Context: an optimization exercise on an open-source flow, tuned for small area and a short achievable clock period. The choices shown serve that exercise and are no tape-out recipe. In this exercise RTL edits were held to simulation tests only and were not proved equivalent to the original.

==> flow/design.v, too long to show whole: its modules and the start of the top module <==
// module DCT: 3337 lines
// module dct_fa: 6 lines
// module dct_ha: 6 lines
// module dct_not: 5 lines
module DCT(clk,rst_n,ena,done,
  data_in0,data_in1,data_in2,data_in3,data_in4,data_in5,data_in6,data_in7,
  data_out0,data_out1,data_out2,data_out3,data_out4,data_out5,data_out6,data_out7);
  // ...
==> flow/run.sh <==
#!/bin/bash
# synth_recipe.tcl (not shown) runs the flow's synth.tcl, then flattens the netlist and writes it again
# the make line also repeats each setting of config.mk as NAME=value (left out here)
make -C /OpenROAD-flow-scripts/flow DESIGN_CONFIG=/design/flow/config.mk WORK_HOME=/design/flow/orfs CLKGATE_MAP_FILE= SYNTH_SCRIPT=/design/flow/synth_recipe.tcl finish
==> flow/config.mk <==
export PLATFORM = sky130hd
export DESIGN_NAME = DCT
export DESIGN_NICKNAME = DCT
export VERILOG_FILES = /design/flow/design.v
export SDC_FILE = /design/flow/constraint.sdc
export NUM_CORES = 4
export LEC_CHECK = 0
export CAP_MARGIN = 20
export CORE_MARGIN = 2
export CORE_UTILIZATION = 40
export SETUP_SLACK_MARGIN = 1.0
export SLEW_MARGIN = 20
export SYNTH_HIERARCHICAL = 1
export SYNTH_MINIMUM_KEEP_SIZE = 0
==> flow/constraint.sdc <==
create_clock -name core_clock -period 4.5 [get_ports {clk}]
set_input_delay 0.9000 -clock core_clock [delete_from_list [all_inputs] [get_ports {clk}]]
set_output_delay 0.9000 -clock core_clock [all_outputs]
set_load 0.01 [all_outputs]
==> qor.txt, run 1 <==
RSZ-0062 raised after global routing: yes
Worst Tran Pin Value: 0.854 ns
Clock Skew: 0.0121 ns
Final period util: 76.5%
post-synthesis mux area share: 0.128%
Synth Area in Compound Gates: 3.89%
Final Worst Setup Slack: 1.06 ns
# DRC: 0
Synth Area in Adders: 50.3%
first-pass GRT wire length: 95300 um
vias in the first global route: 17373
outcome: no timing/DRC/antenna violations
post-route setup TNS: 0 ns
Post-synth top cells: dfxtp_1, fa_1, ha_1, inv_1, nor2_1
final setup fails: 0
clk tree area frac: 5.01%
final core utilization: 47.4%
CP max-delay cell: clkdlybuf4s50_1
initial antenna violation count: 9
hold depth: 0
die width: 266 um
largest family of logic cells by synthesized area: adder cells
final WL: 58600 um
multi-input gate area in the final layout: 16600 sq um
Crit Path Class: in -> reg
placed cells: 3209
via count: 15252
==> run 2, diff against run 1 <==
==> flow/flow/run.sh (new file) <==
#!/bin/bash
# The standard layout, with plain buf_1 cells as the input/output port buffers
# (the standard flow picks a larger delay-buffer cell for them).
set -euo pipefail
export BUFFER_PORTS_ARGS="-buffer_cell sky130_fd_sc_hd__buf_1"
bash standard.sh > standard.log 2>&1
==> flow/standard.sh (new file) <==
#!/bin/bash
# synth_recipe.tcl (not shown) runs the flow's synth.tcl, then flattens the netlist and writes it again
# the make line also repeats each setting of config.mk as NAME=value (left out here)
make -C /OpenROAD-flow-scripts/flow DESIGN_CONFIG=/design/flow/config.mk WORK_HOME=/design/flow/orfs CLKGATE_MAP_FILE= SYNTH_SCRIPT=/design/flow/synth_recipe.tcl "${@:-finish}"
--- a/flow/config.mk
+++ b/flow/config.mk
@@ -8,7 +8,7 @@
 export CAP_MARGIN = 20
 export CORE_MARGIN = 2
 export CORE_UTILIZATION = 40
-export SETUP_SLACK_MARGIN = 1.0
+export SETUP_SLACK_MARGIN = 2.0
 export SLEW_MARGIN = 20
 export SYNTH_HIERARCHICAL = 1
 export SYNTH_MINIMUM_KEEP_SIZE = 0
removed: flow/run.sh
==> qor.txt, run 2 <==
Initial Util: 40.6%
initial antenna violation count: 20 (+11)
gr ovfl total: 0
fillers: 5748
# DRC: 0 (unchanged)
RSZ-0062 raised after global routing: yes
arrival time worst endpoint: 3.52 ns
cell with the most instances after synthesis: dfxtp_1
per-cell routed wire length: 18.2 um
final slew viol count: 0
ys flop type: dfxtp_1
post-route minimum period: 3.02 ns
Clock Skew: 0.0197 ns (+0.00763 ns)
CP max-delay cell: fa_1
critical-path cell list: buf_8 > fa_1 > fa_1 > ha_1 > ha_2 > o211ai_1 > nand2_2 > buf_4 > buf_6 > buf_6 > ha_4 > nor2_4 > xnor2_2
top post-synthesis cells by area: dfxtp_1, fa_1, ha_1
die area: 70500 sq um
vias in the first global route: 17606 (+1.3%)
CTS root buffer: clkbuf_16
most common cell after layout, fill and taps aside: dfxtp_1
Yosys top cell area share: 32.6%
Post-Syn Instances: 2173
Final Non-Filler Cells: 3434
asr flop ratio synth: 0.668%
DP HPWL: 48900 um
fmax: 331 MHz
final WL: 62500 um (+6.7%)
YS warnings: 7
Via-to-Cell Ratio: 4.64
number of port buffers: 225
CTS Hold Bufs: 0
synthesized area per cell: 12.6 sq um
Core Region: 67400 sq um
latest clock arrival within the worst-skew pair: 0.59 ns
area grow syn2layout: 23.0%
Pre-antenna DRT Iters: 7
cell row count: 95
Crit Path Class: in -> reg
via count: 15939 (+4.5%)
Crit Path Max Fanout: 3
final core utilization: 49.9% (+2.5 points)
nets: 3428
die width: 266 um (unchanged)
required time of the worst setup path: 5.00 ns
final setup fails: 0 (unchanged)
Iteration-0 DRC Markers: 605
Startpoint Class: input port
Post-synth top cells: dfxtp_1, fa_1, ha_1, inv_1, nor2_1
Final GP Congestion: 0.837
mapped cell area: 27400 sq um
Num CTS Buffers: 51
H-Tree Depth: 2
share of cells above drive strength 1: 23.9%
Final Hold Violating Endpoints: 0
Final period util: 67.2% (-9.3 points)
Die Ht: 266 um
first-pass GRT wire length: 98200 um (+3.1%)
hold crit path type: in -> async
crit end category: flip-flop
Worst Tran Pin Value: 0.670 ns (-0.184 ns)
Post-DRT Antenna Nets: 0
Slew Limit Headroom: 55.3%
clk buf depth: 3
Yosys cell types: 39
most frequent cells in the layout: dfxtp_1, ha_1, fa_1
CTS sink cnt: 449
Post-synth EDFFs: 0
post-synthesis sequential area ratio: 32.9%
CTS clock-pin slew for the worst setup and hold paths: 0.06 ns
max-cap violations: 0
area leader, netlist: dfxtp_1
outcome: no timing/DRC/antenna violations
CTS tree: yes
post-synthesis register bit count: 449
post-route setup TNS: 0 ns (unchanged)
GRT Total Usage: 18.3%
largest net degree at the start of global routing: 14
CP peak stage delay: 0.54 ns
IO Pins: 228
placed cells: 3202 (-0.22%)
## run 2: cell counts after synthesis
Identical to the previous run, type by type.
## run 2: final cells by class
type                    count  area [sq um]  area share (%)
repair buffers            356          2190            6.52
diodes                      7          17.5          0.0521
clock buffers              73          1480            4.41
well taps                 873          1090            3.25
flip-flops and latches    449          9150            27.2
clock inverters            21           298           0.885
multi-input cells        1319         18100            53.6
inverters                 336          1370            4.06
## run 2: through the flow
step	instance area, sq um	worst slack, ns	hold WS, ns
floorplan	28100	1.17	0.331
global placement	29500	0.610	0.343
detailed placement	29500	0.576	0.340
CTS	32800	1.50	0.0710
global route	33600	1.39	0.0872
finish	33700	1.48	0.105
## run 2: repair_timing
| item | in CTS | in global routing |
|---|---|---|
| gates resized for setup | 242 | 128 |
| pin swaps | 130 | 114 |
| endpoints found under the setup margin | 115 | 112 |
| buffers inserted | 88 | 43 |
## run 2: routing by layer
layer  wire (um)  track usage (%)  vias to the layer above  part of all wire [%]
li1            -                -                     7539                     -
met3        3890             5.21                      116                   6.2
met2       30100             30.2                      285                    48
met4        1830             5.83                       26                   2.9
met5         155                0                        -                  0.25
met1       26500             23.3                     7973                    42
## run 2: final timing paths
check | endpoint | cells past startpoint | from | slack (ns)
worst max-delay path | ra_p12[5] | 13 | data_in1[1] | 1.48
worst min-delay path | vld[2] | 1 | rst_n | 0.10
worst max register to register | rya7[8] | 7 | ra_m0[6] | 1.64
worst min register to register | vld[1] | 0 | vld[0] | 0.36
max in group asynchronous | vld[0] | 1 | rst_n | 4.24
min in group core_clock | vld[1] | 0 | vld[0] | 0.36
## run 2: cell families (layout without fill, tap and decap cells)
logic type	after synthesis	in the layout	synth area share [%]
AOI/OAI and AO/OA	169	169	3.89
xor gates and xnor gates	84	84	2.69
adders and majority gates	840	840	50.3
buffers and inverters	406	786	6.53
DFF	449	449	32.9
muxes	3	3	0.128
other	1	9	0.0137
and+or+nand+nor	221	221	3.52
## run 2: Yosys stat by module (local to each module, per instance)
module   copies in the design  flops+latches
dct_fa                    434              0
dct_not                   319              0
DCT                         1            449
dct_ha                    304              0
## run 2: worst max-delay path, delay by kind of cell
family / cells / cell delay (ns)
compound gates: 1 / 0.19
xor+xnor: 1 / 0.13
fa+ha+maj: 5 / 1.60
buf+inv: 4 / 0.46
simple gates: 2 / 0.22
==> run 3, diff against run 2 <==
--- a/flow/config.mk
+++ b/flow/config.mk
@@ -8,7 +8,7 @@
 export CAP_MARGIN = 20
 export CORE_MARGIN = 2
 export CORE_UTILIZATION = 40
-export SETUP_SLACK_MARGIN = 2.0
+export SETUP_SLACK_MARGIN = 1.5
 export SLEW_MARGIN = 20
 export SYNTH_HIERARCHICAL = 1
 export SYNTH_MINIMUM_KEEP_SIZE = 0
==> qor.txt, run 3 <==
Post-DRT Antenna Nets: 0 (unchanged)
Crit Path Class: in -> reg
per-cell routed wire length: 18.1 um (-0.44%)
cell with the most instances after synthesis: dfxtp_1
arrival time worst endpoint: 3.53 ns (about the same)
Yosys cell types: 39 (unchanged)
reg2reg start: ra_m2[4]
post-route minimum period: 3.01 ns (-0.0130 ns)
Final GP Congestion: 0.834 (-0.45%)
final instance area: 31200 sq um (-7.4%)
Final Hold Violating Endpoints: 0 (unchanged)
gr ovfl total: 0 (unchanged)
hold crit path type: in -> async
clk buf depth: 3 (unchanged)
Yosys top cell area share: 32.6% (unchanged)
CTS clock-pin slew for the worst setup and hold paths: 0.06 ns (about the same)
vias in the first global route: 17340 (-1.5%)
Post-synth EDFFs: 0 (unchanged)
IO Pins: 228 (unchanged)
post-synthesis register bit count: 449 (unchanged)
largest net degree at the start of global routing: 14 (unchanged)
max-cap violations: 0 (unchanged)
nets: 3320 (-3.2%)
synthesized area per cell: 12.6 sq um (unchanged)
Startpoint Class: input port
ys flop type: dfxtp_1
latest clock arrival within the worst-skew pair: 0.60 ns (about the same)
share of cells above drive strength 1: 9.98% (-14 points)
required time of the worst setup path: 5.02 ns (+0.02 ns)
Die Ht: 266 um (unchanged)
Pre-antenna DRT Iters: 5 (-2)
outcome: no timing/DRC/antenna violations
RSZ-0062 raised after global routing: yes
placed cell areas: 29000 sq um (-1.8%)
CP startpoint: data_in1[1]
initial antenna violation count: 21 (+5.0%)
DP HPWL: 49200 um (+0.70%)
area leader, netlist: dfxtp_1
post-synthesis sequential area ratio: 32.9% (unchanged)
RR Endpoint: rya3[8]
Post-synth top cells: dfxtp_1, fa_1, ha_1, inv_1, nor2_1
H-Tree Depth: 2 (unchanged)
via count: 15496 (-2.8%)
cell row count: 95 (unchanged)
number of port buffers: 225 (unchanged)
Core Region: 67400 sq um (unchanged)
Crit Path Max Fanout: 4 (+1)
final WL: 60200 um (-3.7%)
asr flop ratio synth: 0.668% (unchanged)
crit end category: flip-flop
Worst Tran Pin Value: 0.728 ns (+0.0577 ns)
fmax: 332 MHz (+0.43%)
GRT Total Usage: 17.8% (-0.51 points)
Clock Skew: 0.0199 ns (+0.000174 ns)
first-pass GRT wire length: 95600 um (-2.7%)
Initial Util: 40.6% (unchanged)
final setup fails: 0 (unchanged)
mapped cell area: 27400 sq um (unchanged)
Num CTS Buffers: 50 (-2.0%)
# DRC: 0 (unchanged)
Via-to-Cell Ratio: 4.66 (+0.47%)
most common cell after layout, fill and taps aside: fa_1
Final period util: 66.9% (-0.29 points)
final slew viol count: 0 (unchanged)
CTS sink cnt: 449 (unchanged)
YS warnings: 7 (unchanged)
top post-synthesis cells by area: dfxtp_1, fa_1, ha_1
area grow syn2layout: 13.9%
CTS tree: yes
CTS root buffer: clkbuf_16
Iteration-0 DRC Markers: 538 (-11%)
Post-Syn Instances: 2173 (unchanged)
R2R Setup Slk: 1.53 ns (-0.11 ns)
die width: 266 um (unchanged)
die area: 70500 sq um (unchanged)
post-route setup TNS: 0 ns (unchanged)
Slew Limit Headroom: 51.4% (-3.9 points)
Worst R2R Path Depth: 4 (-3)
most frequent cells in the layout: fa_1, dfxtp_1, ha_1
[run 3: cell count changes in the layout (fill, tap and decap cells not counted), moves of 12 or more]
cell / delta
buf_4: -61
fa_2: -107
ha_4: -42
inv_4: -14
buf_6: -38
ha_1: +46
nor2_1: +12
inv_1: +40
dfxtp_4: -30
inv_2: -22
dfxtp_1: +14
dfxtp_2: +16
fa_1: +107
[run 3: worst max-delay path: stages]
cell and delay (ns):
buf_8 0.11, fa_1 0.55, fa_1 0.45, ha_4 0.24, ha_4 0.15, o211ai_1 0.19, nand2_2 0.14, a31oi_4 0.29
o21ai_2 0.10, ha_2 0.18, nor2_2 0.09, xnor2_1 0.12
[run 3: metal layers]
| layer | up-vias | share of wire [%] | GRT usage, % |
|---|---|---|---|
| met3 | 108 | 5.4 | 4.70 |
| met4 | 24 | 3.0 | 5.47 |
| met1 | 7790 | 43 | 22.8 |
| met2 | 256 | 48 | 29.6 |
| li1 | 7318 | - | - |
| met5 | - | 0.24 | 0 |
[run 3: worst max-delay path by stage]
stage	end	slack (ns)	depth (start not counted)
3_5_place_dp	ra_p12[9]	0.55	12
3_3_place_gp	ra_p12[9]	0.62	12
5_1_grt	ra_m12[9]	1.39	13
6_report	ra_p12[9]	1.49	12
4_1_cts	ra_m12[9]	1.42	14
2_1_floorplan	ra_m03[9]	1.13	12
[run 3: timing repair]
action | in CTS | in global routing
pin swaps | 30 | 35
setup endpoints to repair | 71 | 29
gates resized for setup | 70 | 45
hold buffers | 0 | 0
hold endpoints to repair | 0 | 0
setup buffers | 5 | 15
[run 3: cell type report]
cell class	count	area, sq um
Tap cell	873	1090
Clock inverter	16	201
Sequential cell	449	9060
Multi-Input combinational cell	1319	17000
Fill cell	6015	36200
Timing Repair Buffer	249	1090
Antenna cell	6	15.0
Clock buffer	75	1470
Inverter	336	1270
[run 3: per-module statistics from Yosys (local to each module, per instance)]
module	flip-flops and latches	cells inside	cell area, sq um
dct_ha	0	1	12.5
dct_fa	0	1	20.0
dct_not	0	1	3.75
DCT	449	1116	13700
[run 3: metrics by stage]
stage / setup WS, ns / utilization (%) / hold WS [ns] / cells
floorplan: 1.13 / - / 0.331 / 2174
global placement: 0.621 / 43.0 / 0.340 / 3206
detailed placement: 0.548 / 43.0 / 0.349 / 3206
CTS: 1.42 / 45.8 / 0.0615 / 3302
global route: 1.39 / 46.2 / 0.0957 / 3320
finish: 1.49 / 46.2 / 0.103 / 3323
[run 3: cell families after synthesis]
group / count (synthesis) / synth area share (%)
adder cells (fa/ha/maj): 840 / 50.3
flip-flops: 449 / 32.9
buffers and inverters: 406 / 6.53
AND/OR/NAND/NOR: 221 / 3.52
AO/OA/AOI/OAI: 169 / 3.89
XOR/XNOR: 84 / 2.69
multiplexers: 3 / 0.128
other: 1 / 0.0137

-- separate check: timing with driven ports --
Ports are ideal in the flow. The routed layouts listed here were re-timed in OpenROAD. Step 1 sets driving cells, clkbuf_16 on the clock port and buf_2 on the other inputs (assumed; they add their load-dependent delay and slew). Step 2 adds t to the input delays and takes it off the output delays; t is the mean of the earliest and latest rising clock arrival at the registers after step 1. Input paths then give back, and output paths get back, about the clock's delay inside the block. a / b / c = no drivers / after step 1 / after step 2; a / b = the first two.
run	shift t [ns]	slack for setup (ns)	worst slew at a driven data input, ns
run 1	0.639	1.060 / 1.085 / 0.446	0.12
run 2	0.641	1.476 / 1.495 / 0.853	0.13
run 3	0.644	1.489 / 1.488 / 0.844	0.12
After both steps every run listed still meets setup and hold. For run 3, which loses most, drivers alone change the setup slack by -0.001 ns; drivers and shift together by -0.645 ns.
